From an optimization exercise on the open Yosys and OpenROAD flow, aimed at small area; shortcuts taken in it are not production practice.
In this exercise RTL edits were held to simulation tests only and were not proved equivalent to the original.
Power and IR drop assume default switching activity.

$ cat flow/run.sh
#!/bin/bash
# synth_recipe.tcl (not shown) runs the flow's synth.tcl, then flattens the netlist and writes it again
# the make line also repeats each setting of config.mk as NAME=value (left out here)
make -C /OpenROAD-flow-scripts/flow DESIGN_CONFIG=/design/flow/config.mk WORK_HOME=/design/flow/orfs CLKGATE_MAP_FILE= SYNTH_SCRIPT=/design/flow/synth_recipe.tcl finish
$ cat flow/design.v
 module pong_main
#(
  parameter SCR_W = 1280,
  parameter SCR_H = 720,
  parameter SIM = 1'b0
)
(
	input wire        CLK,  
	input wire        RST,  
	input wire [10:0] H_CNT,  
	input wire [10:0] V_CNT,  
	input wire        EncA_QA, 
	input wire        EncA_QB,
	input wire        EncB_QA,
	input wire        EncB_QB,
	output wire [7:0] RED,
	output wire [7:0] GREEN,
	output wire [7:0] BLUE,
	output wire [3:0] LED
  );
	reg [5:0] state, next_state;				  					
	reg [10:0] posb_H;
	reg [10:0] posb_V;
	localparam bsize = 16;	   
reg [10:0] paddleL_H;
reg [10:0] paddleL_V;
reg [10:0] paddleR_H;
reg [10:0] paddleR_V;   
reg [25:0] C;
wire TR, TL, MR, ML, BR, BL;
localparam  paddlesize = (SCR_H/4);
	wire inside_ball_hu = (H_CNT > (posb_H-bsize/2)) ;
	wire inside_ball_hl = (H_CNT < (posb_H+bsize/2));
	wire inside_ball_vl = (V_CNT >(posb_V-bsize/2));
	wire inside_ball_vr = (V_CNT <(posb_V+bsize/2));
	wire inside_ball = inside_ball_hu && inside_ball_hl && inside_ball_vl && inside_ball_vr;  
 wire upper_touch = ((posb_V - (bsize/2))==2);
 wire lower_touch = ((posb_V + (bsize/2))==SCR_H-1);		
wire top = ((V_CNT == 0)||(V_CNT ==SCR_H-1));	 
wire paddlel=(V_CNT>=(paddleL_V - (paddlesize /2)))&&(V_CNT<=(paddleL_V + (paddlesize /2)))&&(H_CNT==paddleL_H||H_CNT==paddleL_H+8);
wire paddler=(V_CNT>=(paddleR_V - (paddlesize /2)))&&(V_CNT<=(paddleR_V + (paddlesize /2)))&&(H_CNT==paddleR_H||H_CNT==paddleR_H-8);
reg Apre,Bpre;
always@(posedge CLK or posedge RST)  
	if(RST) Apre <= 1'b0;
	else	Apre <= EncA_QA;
always@(posedge CLK or posedge RST)
	if(RST) 
		begin 
			paddleL_H <=(3);
           paddleR_H <=(SCR_W);			
	end	
always@(posedge CLK or posedge RST)
	if(RST) 
			paddleL_V <= (SCR_H/2);                    
	else if (Apre==1 && EncA_QA==0) 
		if (EncA_QB==0) begin if (paddleL_V+(paddlesize/2) >= ((SIM==1'b0)? (SCR_H-(paddlesize/2)): (19-(paddlesize/2))))
			                paddleL_V <= paddleL_V;
			            else paddleL_V <= paddleL_V + 5;	end  
		else if	(EncA_QB==1)  begin	if 	 (paddleL_V-(paddlesize/2) <= (1+ (paddlesize/2)))
						 paddleL_V <= paddleL_V;
			        else paddleL_V <= paddleL_V - 5; end 
	else  paddleL_V <= paddleL_V;
always@(posedge CLK or posedge RST)
	if(RST) Bpre <= 1'b0;
	else    Bpre <= EncB_QA;
always@(posedge RST or posedge CLK)
	if(RST) 
		begin 
			paddleR_V <= (SCR_H/2);
			end
	else if (Bpre==1 && EncB_QA==0)
		if (EncB_QB==0) begin	if (paddleR_V+(paddlesize/2) >= ((SIM==1'b0)? (SCR_H-(paddlesize/2)): (19-(paddlesize/2))))
						     paddleR_V <= paddleR_V;
			            else paddleR_V <= paddleR_V + 5;end
		else if (EncB_QB==1)        begin   if 	 (paddleR_V-(paddlesize/2) <= (1+(paddlesize/2)))
			                  paddleR_V <= paddleR_V;
			else paddleR_V <= paddleR_V - 5;
			   end
 	 else paddleR_V <= paddleR_V;
 assign TR = ((posb_H + (bsize/2)) == (paddleR_H-8))&& ( posb_V >= (paddleR_V-(paddlesize/2)) ) &&(posb_V < (paddleR_V)); 
 assign MR = ((posb_H + (bsize/2)) == (paddleL_H-8))&& ( posb_V < (paddleR_V+(paddlesize/2)) ) &&(posb_V > (paddleR_V-(paddlesize/2)));  
 assign BR = ((posb_H + (bsize/2)) == (paddleR_H-8))&& ( posb_V <= (paddleR_V+(paddlesize/2)) ) &&(posb_V > (paddleR_V)); 
assign TL = ((posb_H - (bsize/2)) == (paddleL_H+8))&& ( posb_V >= (paddleL_V-(paddlesize/2)) ) &&(posb_V < (paddleL_V));   
 assign ML = ((posb_H - (bsize/2)) == (paddleL_H+8))&& ( posb_V < (paddleL_V+(paddlesize/2)) ) &&(posb_V > (paddleL_V-(paddlesize/2))); 
assign BL = ((posb_H - (bsize/2)) == (paddleL_H+8))&& ( posb_V <= (paddleL_V+(paddlesize/2)) ) &&(posb_V > (paddleL_V));
	assign RED   = (inside_ball || top||paddlel||paddler)?8'hFF : 0;  
    assign GREEN = inside_ball || top?8'hFF : 0;   
    assign BLUE  =inside_ball || top?8'hFF : 0;  
  reg [31:0] heartbeat;
  always@(posedge CLK or posedge RST)
  if(RST) heartbeat <=             32'd0;
  else    heartbeat <= heartbeat + 32'd1;
  assign LED[3:0] = heartbeat[14:11];
  localparam start = 0, PRLM=1, DRLM=2,  RLM = 3,PLRM=4, DLRM=5, LRM = 6, PRLU=7, DRLU=8, RLU = 9, PRLL=10, DRLL=11, RLL =12, PLRU=13, DLRU=14, LRU =15,PLRL=16, DLRL=17, LRL =18, PBTR=19, DBTR=20, BTR =21, PTBR=22, DTBR=23, TBR =24 , PBTL=25, DBTL=26, BTL =27, PTBL=28, DTBL=29, TBL =30;
  always@(posedge CLK or posedge RST)
	if (RST) state <= start;
	else state <= next_state;
always@(*)															   																																																					
			begin 
				case (state)
				    start : next_state <= PRLM; 
					PRLM: next_state <= DRLM;
					DRLM:if	(C==0)next_state <= RLM;
					else next_state <= DRLM;  
				    RLM: 	if (((posb_H)==0)||(posb_H==SCR_W))next_state <= start;
							else if (BL) next_state <= PLRL; 
						else if (TL) next_state <= PLRU;
						else if (ML) next_state <= PLRM ;
						else next_state <= PRLM;	   
							PLRM: next_state <= DLRM;
					DLRM:if	(C==0)next_state <= LRM;
					else next_state <= DLRM;
					LRM: if (((posb_H-(bsize/2))==0)||(posb_H+(bsize/2)==SCR_W-1))next_state <= start;
						else if (TR) next_state <= PLRU ;
					     else if (BR) next_state <= PRLL;
	                     else if (MR) next_state <= PRLM;	  
						 else next_state <= PLRM; 
						PRLU: next_state <= DRLU;
					DRLU:if	(C==0)next_state <= RLU;
					else next_state <= DRLU;
					RLU:  if (((posb_H-(bsize/2))==0)||(posb_H+(bsize/2)==SCR_W-1))next_state <= start;
						  else if (upper_touch != 1) next_state <= PRLU;
						 else next_state <= PTBL; 
						PRLL: next_state <= DRLL;
					DRLL:if	(C==0)next_state <= RLL;
					else next_state <= DRLL;
					RLL : if (((posb_H-(bsize/2))==0)||(posb_H+(bsize/2)==SCR_W))next_state <= start;
						 else if (lower_touch != 1) next_state <= PRLL;
						 else next_state <= PBTL;
							 PLRU: next_state <= DLRU;
					DLRU:if	(C==0)next_state <= LRU;
					else next_state <= DLRU;
					LRU: if (((posb_H-(bsize/2))==0)||(posb_H+(bsize/2)==SCR_W))next_state <= start;
						 else if (upper_touch != 1) next_state <= PLRU;	
						 else next_state <= PTBR; 
							 PLRL: next_state <= DLRL;
					DLRL:if	(C==0)next_state <= LRL;
					else next_state <= DLRL;
					LRL:   if (((posb_H-(bsize/2))==0)||(posb_H+(bsize/2)==SCR_W))next_state <= start;
						   else if (lower_touch != 1) next_state <= PLRL;
						   else next_state <= PBTR; 
						PTBL: next_state <= DTBL;
					DTBL:if	(C==0)next_state <= TBL;
					else next_state <= DTBL;
					TBL:   if (((posb_H-(bsize/2))==0)||(posb_H+(bsize/2)==SCR_W))next_state <= start;
						   else if (TL) next_state <= PLRU;
						   else if (ML) next_state <= PLRM;
			   			   else if (BL) next_state <= PLRL;
						   else if ((posb_H + (bsize/2)) == 0) next_state <= start;
						   else next_state <= PTBL;
						 	PBTL: next_state <= DBTL;
					DBTL:if	(C==0)next_state <= BTL;
					else next_state <= DBTL;
					BTL:   if (((posb_H-(bsize/2))==0)||(posb_H+(bsize/2)==SCR_W))next_state <= start;
						   else if (TL) next_state <= PLRU;
							else if (ML)next_state <= PLRM;
						else if (BL) next_state <= PLRL;
							else if ((posb_H + (bsize/2)) == 0) next_state <= start;
								else next_state <= PBTL;
						PTBR: next_state <= DTBR;
					DTBR:if	(C==0)next_state <= TBR;
					else next_state <= DTBR;	  
					TBR: 		if (((posb_H-(bsize/2))==0)||(posb_H+(bsize/2)==SCR_W))next_state <= start;
								else if (TR)next_state <= PRLU;
			    		   else if (MR)next_state <= PRLM;
						   else if (BR)next_state <= PRLL;
					       else if ((posb_H + (bsize/2)) == 29)next_state <= start;
						   else next_state <= TBR; 
						PBTR: next_state <= DBTR;
					DBTR:if	(C==0)next_state <= BTR;
					else next_state <= DBTR;	 	 
					BTR :if (((posb_H-(bsize/2))==0)||(posb_H+(bsize/2)==SCR_W))next_state <= start; 
					else if (TR) next_state <= PRLU;
			                else if (MR)next_state <= PRLM;
						    else if (BR)next_state <= PRLL;
						   	else if ((posb_H + (bsize/2)) == 1280) next_state <= start;
							else  next_state <= PBTR;
					default : next_state <= start;
			    endcase
		    end 
always@( posedge CLK or posedge RST)
	 if (RST)
		begin
			C <=(SIM==1'b0)?25'h0001F  :32'h2A9 ;
			posb_H <= (SIM==1'b0)? SCR_W/2 :14	;posb_V <=(SIM==1'b0)? SCR_H/2 : 9;
		end
	 else if (next_state == start)
		begin
			C <=(SIM==1'b0)?25'h0001F   :32'h2A9 ;
			posb_H <= (SIM==1'b0)? SCR_W/2 :14	;posb_V <=(SIM==1'b0)? SCR_H/2 : 9;
			end
	else if (next_state == PRLM)C <=(SIM==1'b0)?25'h0001F   :32'h2A9 ;
	else if (next_state == DRLM)C <= C-25'b1;	
	else if (next_state == RLM)
		begin
			posb_H <= posb_H - 1;
			posb_V <= posb_V;
		end
	else if (next_state == PLRM)C <=(SIM==1'b0)?25'h0001F :32'h2A9 ;
	else if (next_state == DLRM)C <= C-25'b1;
	else if (next_state == LRM)
		begin
			posb_H <= posb_H + 1;
			posb_V <= posb_V;
		end								 
		else if (next_state == PRLU)C <=(SIM==1'b0)?25'h0001F   :32'h2A9 ;
	else if (next_state == DRLU)C <= C-25'b1;
	else if (next_state == RLU)
				begin
					posb_H <= posb_H - 1;
					posb_V <= posb_V - 1;
				end
			 else if (next_state == PRLL)C <=(SIM==1'b0)?25'h0001F   :32'h2A9 ;
			 else if (next_state == DRLL)C <= C-25'b1;
		 else if (next_state == RLL)
				begin
					posb_H <= posb_H - 1;
					posb_V <= posb_V + 1;
				end
		   else if (next_state == PLRU)C <=(SIM==1'b0)?25'h0001F :32'h2A9 ;
			 else if (next_state == DLRU)C <= C-25'b1;
	else if (next_state == LRU)
				begin
					posb_H <= posb_H + 1;
					posb_V <= posb_V - 1;
				end
		  	else if (next_state == PLRL)C <=(SIM==1'b0)?25'h0001F :32'h2A9 ;
			 else if (next_state == DLRL)C <= C-25'b1;	
	else if (next_state == LRL)
					begin
						posb_H <= posb_H + 1;
					posb_V <= posb_V + 1;
				end
		else if (next_state == PBTR)C <=(SIM==1'b0)?25'h0001F :32'h2A9 ;
			 else if (next_state == DBTR)C <= C-25'b1;	
	else if (next_state == BTR)
		begin
				posb_V <= posb_V - 1;
				posb_H <= posb_H + 1;
		end
		 else if (next_state == PTBR)C <=(SIM==1'b0)?25'h0001F   :32'h2A9 ;
			 else if (next_state == DTBR)C <= C-25'b1;	
	else if (next_state == TBR)
		begin
				posb_V <= posb_V + 1;
				posb_H <= posb_H + 1;
		end
	else if (next_state == PBTL)C <=(SIM==1'b0)?25'h0001F   :32'h2A9 ;
			 else if (next_state == DBTL)C <= C-25'b1;	
	else if (next_state == BTL)
		begin
				posb_V <= posb_V - 1;
				posb_H <= posb_H - 1;
		end
		else if (next_state == PTBL)C <=(SIM==1'b0)?25'h0001F   :32'h2A9 ;
		else if (next_state == DTBL)C <= C-25'b1;	
	else if (next_state == TBL)
		begin
				posb_V <= posb_V + 1;
				posb_H <= posb_H - 1;
		end
endmodule
$ cat flow/constraint.sdc
create_clock -name core_clock -period 10.0 [get_ports {CLK}]
set_input_delay 2.0000 -clock core_clock [delete_from_list [all_inputs] [get_ports {CLK}]]
set_output_delay 2.0000 -clock core_clock [all_outputs]
set_load 0.01 [all_outputs]
$ cat flow/config.mk
export PLATFORM = sky130hd
export DESIGN_NAME = pong_main
export DESIGN_NICKNAME = pong_main
export VERILOG_FILES = /design/flow/design.v
export SDC_FILE = /design/flow/constraint.sdc
export NUM_CORES = 4
export LEC_CHECK = 0
export CAP_MARGIN = 20
export CORE_MARGIN = 2
export CORE_UTILIZATION = 40
export SLEW_MARGIN = 20
==> flow_summary_export.csv <==
group,metric,value,unit
clock_tree,cts_hold_buf,0,
placed_design,hpwlAfterDp,25300,um
global_routing,grt_pass1_wl,54900,um
synth,yosys_register_bits,92,
critical_path,rrSetupSlack,3.36,ns
drt,route.detailed.drc,0,
clock_tree,clk_latency,0.37,ns
drt,drtIter0Drc,951,
synth,syn_inst,1466,
synth,synth-edff-count,0,
critical_path,worstPathMaxFanout,8,
global_routing,grt_max_degree,50,
sta,min_period_over_period,0.814,
drt,vias,11000,
hold_path,hold_path_class,"reg2reg",
final_layout,final_util,0.439,
critical_path,end_kind,"output pin",
hold_path,whs_endpoint,"heartbeat[9]",
clock_tree,path_clk_slew,0.08,ns
placed_design,gp_congestion,0.920,
drt,drt_pre_antenna_iters,5,
critical_path,crit_type,"in2out",
final_layout,nets,1636,
final_layout,final_cells,1839,
sta,whs,0.471,ns
global_routing,antenna_found_initial,0,
synth,netlist.area_leader.share,0.165,
drt,via_per_inst,5.97,
clock_tree,root_buffer,"clkbuf_16",
synth,seq_area_frac_synth,0.197,
clock_tree,clock_sinks,92,
critical_path,rr_worst_depth,19,
critical_path,crit_required,8.00,ns
sta,max_slew_margin,0.305,
final_layout,n_antenna_cell,0,
outcome,status,"finished clean",
final_layout,nFillCells,2889,
pwr,power.density,172,mW/mm2
sta,worst_pin_slew,1.04,ns
floorplan,die_area,0.0310,mm2
pwr,power,2.19,mW
floorplan,die_w,176,um
sta,setup_violations,0,
critical_path,r2r_start,"paddleL_V[1]",
global_routing,grtUsageTotal,0.220,
critical_path,rr_endpoint,"C[5]",
pwr,power_frac_seq,0.251,
sta,hold_viol,0,
synth,yosysWarnings,1,
critical_path,crit_start,"V_CNT[3]",
pwr,leakagePower,5.77,nW
synth,ys_types,97,
clock_tree,cts_buffer_depth,2,
sta,period_minus_slack,8.14,ns
synth,synth.most_common_cell,"ha_1",
clock_tree,postCtsSetupBuffers,0,
sta,fin_skew,0.00842,ns
critical_path,crit_chain,"clkdlybuf4s50_1, ha_1, a21oi_1, o22ai_1, o21ai_0, a21oi_1, maj3_1, a22o_1, maj3_1, maj3_1, maj3_1, a21oi_1, a211o_1, clkdlybuf4s50_1",
final_layout,syn_to_final_growth,7.45,%
synth,synth_area,0.0118,mm2
global_routing,grt_pass1_vias,10200,
synth,syn_area_per_cell,8.07,um2
synth,synth_ff_type,"dfrtp_1",
clock_tree,htree_levels,3,
pwr,internal-power,1.16,mW
pwr,p_sw,1.03,mW
floorplan,die_h,176,um
sta,rsz0062_at_grt,"false",
synth,synth_nets,1652,
critical_path,critical_path_arrival,6.14,ns
pwr,vdd_ir_drop_max,0.0882,mV
critical_path,slowest_stage,"clkdlybuf4s50_1",
sta,fmaxAchievable,0.123,GHz
drt,antenna_left,0,
clock_tree,cts_tree,"yes",
pwr,power_frac_comb,0.583,
final_layout,layout-drive-gt1-share,0.0591,
synth,synth_top_area_cell,"ha_1",
critical_path,critPathLaunchType,"input port",
critical_path,crit_top_cell,"maj3_1",
placed_design,numPortBuffers,55,
floorplan,rows,62,
synth,synth_async_sr_flop_share,1.00,
synth,synth_commonest_cells,"156 x ha_1, 108 x nand2_1, 76 x nor2_1",
synth,ys_top_cells_by_area,"ha_1 17%, dfrtp_1 15%, xnor2_1 5.6%, dfstp_2 4.2%, nand2_1 3.4%",
run,drv_cap,0,
floorplan,io_pins,56,
drt,routed_wl,33500,um
floorplan,start_util,0.409,
hold_path,worstHoldPathCells,1,
placed_design,place_inst,1823,
clock_tree,cts_made_buffers,9,
critical_path,cpPeakStageDelay,0.66,ns
pwr,clock_power_share,0.167,
hold_path,holdCritStartpoint,"heartbeat[9]",
clock_tree,cts-resized-gates,0,
global_routing,grt_overflow,0,
pwr,power.share.switching,0.470,
sta,slew_viol_final,0,
floorplan,core_area,0.0289,mm2
sta,fin_tns_setup,0,ns
drt,routedWlPerCell,18.2,um
==> state kept, by name (all words and copies together), names as in the netlist <==
signal     cells
posb_V        11
heartbeat     15
state          5
paddleL_V     11
Bpre           1
C             26
Apre           1
posb_H        11
paddleR_V     11
==> stage by stage <==
step / worst slack [ns] / cell area (um2)
final: 1.86 / 12700
after detailed placement: 1.87 / 12400
after CTS: 1.85 / 12700
after global placement: 1.91 / 12400
after floorplan: 3.12 / 11800
after global routing: 1.55 / 12700
==> metal layers <==
layer	up-vias	GRT usage	wire length [um]
met5	-	0	0
met4	0	0.0510	587
met3	40	0.0282	1630
met2	292	0.345	15100
met1	5265	0.321	16200
li1	5389	-	-
==> power groups by stage <==
stage	combinational (mW)	sequential (mW)	clock, mW
5_1_grt	1.45	0.560	0.391
6_report	1.27	0.548	0.365
3_5_place_dp	1.26	0.551	0
3_3_place_gp	1.24	0.551	0
4_1_cts	1.27	0.544	0.376
2_1_floorplan	1.02	0.481	0
==> layout by cell type (no fill, tap or decap), drive strengths merged, types with 7 or more instances in the layout <==
cell / instances
o211ai: 13
nand3: 69
xnor2: 75
mux2: 8
clkdlybuf4s50: 55
nor2b: 23
mux2i: 16
a31oi: 29
nor3: 57
o21ai: 78
nand2: 109
o22ai: 12
or3: 25
o21a: 23
nand2b: 23
and3: 23
a2111oi: 7
or2: 9
dfstp: 19
clkinv: 7
a211oi: 14
and2: 16
nand4: 34
nor4: 23
nor2: 77
ha: 156
clkbuf: 9
xor2: 29
maj3: 9
a211o: 10
a21o: 37
a21oi: 76
dfrtp: 73
inv: 80
o21bai: 14
==> final cells by class <==
| type | count | area [um2] | share of cell area |
|---|---|---|---|
| clock buffers | 9 | 225 | 0.0177 |
| flip-flops and latches | 92 | 2330 | 0.183 |
| multi-input cells | 1206 | 8700 | 0.685 |
| repair buffers | 60 | 588 | 0.0463 |
| inverters | 81 | 307 | 0.0241 |
| clock inverters | 7 | 80.1 | 0.00630 |
| well taps | 384 | 480 | 0.0378 |
==> cells by family (layout without fill, tap and decap cells) <==
logic type               Yosys count  in the layout  share of synthesized area
AO/OA/AOI/OAI                    377            377                      0.217
adder cells (fa/ha/maj)          167            167                      0.176
XOR/XNOR                         105            105                     0.0789
multiplexers                      24             24                     0.0212
buffers and inverters            168            157                     0.0676
flip-flops                        92             92                      0.197
AND/OR/NAND/NOR                  533            533                      0.242
==> worst max-delay path, delay by kind of cell <==
| family | cells | cell delay, ns |
|---|---|---|
| compound gates | 7 | 1.16 |
| fa+ha+maj | 5 | 1.73 |
| buf+inv | 2 | 1.26 |
==> worst max-delay path by stage <==
stage,endpoint,slack (ns)
finish,RED[6],1.86
global placement,RED[5],1.91
global route,RED[4],1.55
detailed placement,RED[6],1.87
floorplan,RED[1],3.12
CTS,RED[6],1.85

static timing again, ports no longer ideal:
Ports are ideal in the flow. The routed layout listed here was re-timed in OpenROAD.
Step 1 (the two cells are an assumption about what drives the block):
set clk [get_ports {CLK}]
set_driving_cell -lib_cell sky130_fd_sc_hd__clkbuf_16 $clk
set_driving_cell -lib_cell sky130_fd_sc_hd__buf_2 [delete_from_list [all_inputs] $clk]
Step 2 also shifts input and output timing later by t, the mid clock arrival at the registers, as if the neighbouring blocks saw the same clock.
Three values: ideal, step 1, step 2; two values: the first two.
shift t [ns]: 0.408
setup slack, ns: 1.859 / 1.827 / 1.827
worst setup path at the end: input to output
worst data-port slew with drivers (ns): 0.07
After both steps this run still meets setup and hold. The setup slack of this run moves by -0.032 ns with the drivers and by -0.032 ns with both steps.
